Background: an optimization exercise with open tools, aiming at small area, a short achievable clock period and few clock cycles. Do not read the settings as production practice. Only simulation tests tie the RTL to the original design; equivalence was not proved. Power is estimated from default activity; no workload was simulated.

run A:
==> flow/design.v (excerpt) <==
module top(clk,
           rst,
           done,
           in_mem_data,
           out_mem_data,
           mux_data,
           en_in_mem,
           in_mem_addr,
           en_out_mem,
           out_mem_addr,
           out_mem_read,
           out_mem_write
           );
export LEC_CHECK = 0
export ABC_CLOCK_PERIOD_IN_PS = 4500
export CAP_MARGIN = 20
export CORE_MARGIN = 2
export CORE_UTILIZATION = 40
export SLEW_MARGIN = 20
create_clock -name core_clock -period 24.0 [get_ports {clk}]
standard.sh (not shown) runs the stock make flow with config.mk's settings and CLKGATE_MAP_FILE= SYNTH_SCRIPT=/design/flow/synth_recipe.tcl, a recipe that flattens the netlist after the stock synthesis.
==> flow/flow/run.sh <==
#!/bin/bash
set -o pipefail
export BUFFER_PORTS_ARGS="-buffer_cell sky130_fd_sc_hd__buf_2"
export CTS_ARGS="-sink_clustering_enable -repair_clock_nets -dont_use_dummy_load -sink_clustering_size 26 -sink_clustering_max_diameter 90 -buf_list {sky130_fd_sc_hd__clkbuf_16}"
bash standard.sh > standard.log 2>&1
No stage failed in run A, and the final checks on the layout all came back clean.
Testbench counts of run A, summed over its fixed seeds: cycles 2,560,228.
#### Input delta (run B over run A)
- ABC_CLOCK_PERIOD_IN_PS: 4500 -> unset
- ABC_AREA: unset -> 1
Findings:
- Looking at sequential share of layout area across run A and run B, the one that comes out lower is run B.
- Changes observed in run B relative to run A: total routed wirelength up 2.4%, fmax decreased by 0.71% relative to the old numbers, post-layout total power dropped 57 uW.
- sky130_fd_sc_hd__dfrtp_1 as the slowest stage cell on the critical path was reported by run A, and sky130_fd_sc_hd__dfstp_2 by run B.
For run C, these inputs were changed with respect to run B:
- clearing ABC_AREA, which used to be 1
- putting ABC_CLOCK_PERIOD_IN_PS at 6000 where nothing was set
==> run notes <==
On clock distribution area overhead in the final layout, run B and run C are basically level. Changes observed in run C relative to run B: cell area went down about 1.7%, post-synthesis simple-gate area fraction went down 6.6 points, global-route wire length before repair went down 3.6%, sequential share of layout area went up 0.73 points. Worst-case vdd ir drop (run C over run B): decrease, 6.1%.
Edits applied to the flow inputs when going from run C to run D:
- removing ABC_CLOCK_PERIOD_IN_PS (formerly 6000)
Notes after the runs:
- As far as via count goes, run C and run D are indistinguishable; the numbers are identical.
- Diff run C..run D | portion of total power attributed to sequential cells | negligible
- From run D to run C, clock sink count did not move at all.
- Comparing run C against run D, there is no change at all in final instance area.
- The post-CTS setup buffer count on run C is in line with that on run D.

========
Starting RTL as in the previous note.
==> flow/config.mk <==
export PLATFORM = sky130hd
export DESIGN_NAME = top
export DESIGN_NICKNAME = top
export VERILOG_FILES = /design/flow/design.v
export SDC_FILE = /design/flow/constraint.sdc
export NUM_CORES = 4
export LEC_CHECK = 0
export CAP_MARGIN = 20
export CORE_MARGIN = 2
export CORE_UTILIZATION = 40
export PLACE_DENSITY = 0.85
export SLEW_MARGIN = 20
==> flow/constraint.sdc <==
create_clock -name core_clock -period 24.0 [get_ports {clk}]
set_input_delay 4.8000 -clock core_clock [delete_from_list [all_inputs] [get_ports {clk}]]
set_output_delay 4.8000 -clock core_clock [all_outputs]
set_load 0.01 [all_outputs]
Scripts as last shown in full above: flow/flow/run.sh
The first run finished clean.
Testbench counts at the start, summed over its fixed seeds: cycles 2,560,228.
Next try:
==> flow/flow/run.sh (replaced) <==
#!/bin/bash
set -o pipefail
export BUFFER_PORTS_ARGS="-buffer_cell sky130_fd_sc_hd__buf_1"
export CTS_ARGS="-sink_clustering_enable -repair_clock_nets -dont_use_dummy_load -sink_clustering_size 26 -sink_clustering_max_diameter 90 -buf_list {sky130_fd_sc_hd__clkbuf_16}"
bash standard.sh > standard.log 2>&1
- PLACE_DENSITY: 0.85 -> not set
The new run completed without violations.
Cell area is lower by 0.47%.
Synthesized area stays the same.
Die area is unchanged.
Wire length is lower by 3.2%.
Synthesized cell count is unchanged.

========
Another version of the RTL of top (not shown whole).
Size in the first run: ~260 flip-flops, about 12000 um^2 of cells after synthesis.
clock: 24.0 ns
lec_check: 0
cap_margin: 20
core_margin: 2
core_utilization: 40
slew_margin: 20
==> flow/flow/run.sh <==
#!/bin/bash
set -o pipefail
export BUFFER_PORTS_ARGS="-buffer_cell sky130_fd_sc_hd__buf_2"
export CTS_ARGS="-sink_clustering_enable -repair_clock_nets -dont_use_dummy_load -sink_clustering_size 30 -sink_clustering_max_diameter 100 -buf_list {sky130_fd_sc_hd__clkbuf_16}"
bash standard.sh > standard.log 2>&1
The first run went through all stages and came out clean.
Testbench counts at the start, summed over its fixed seeds: cycles 2,560,228.
Edit:
==> flow/flow/run.sh (replaced) <==
#!/bin/bash
set -o pipefail
export BUFFER_PORTS_ARGS="-buffer_cell sky130_fd_sc_hd__buf_2"
export CTS_ARGS="-sink_clustering_enable -repair_clock_nets -dont_use_dummy_load -sink_clustering_size 16 -sink_clustering_max_diameter 100 -buf_list {sky130_fd_sc_hd__clkbuf_8 sky130_fd_sc_hd__clkbuf_16}"
bash standard.sh > standard.log 2>&1
Effect: Worst setup slack is worse by 0.041 ns; clock skew went down by 0.024 ns; total power climbs by a few percent.

[separate check: timing with driven ports]
No port has a modelled driver above. Below, the same layouts with a new extraction and two added sets of constraints.
Step 1, drivers: a clkbuf_16 drives clk and a buf_2 each remaining input, both assumed.
Step 2 adds t to the input delays and takes it off the output delays; t is the mean of the earliest and latest rising clock arrival at the registers after step 1. Input paths then give back, and output paths get back, about the clock's delay inside the block.
a / b / c = ideal / step 1 / step 2; a / b = the first two.
run | t, ns | setup WS [ns] | worst setup path at the end | pins driven straight from the clock port
run A | 0.515 | 17.987 / 17.941 / 18.092 | register to register | 1
run B | 0.516 | 17.944 / 17.896 / 18.413 | register to output | 1
run C | 0.515 | 17.987 / 17.941 / 18.092 | register to register | 1
run D | 0.515 | 17.987 / 17.941 / 18.092 | register to register | 1
the first run of note 2 | 0.502 | 17.961 / 17.938 / 17.961 | register to register | 1
the second run of note 2 | 0.516 | 17.968 / 17.923 / 18.037 | register to register | 1
the first run of note 3 | 0.504 | 17.951 / 17.906 / 18.051 | register to register | 1
the second run of note 3 | 0.532 | 17.911 / 17.864 / 18.065 | register to register | 1
After both steps setup and hold are still met in every run listed.
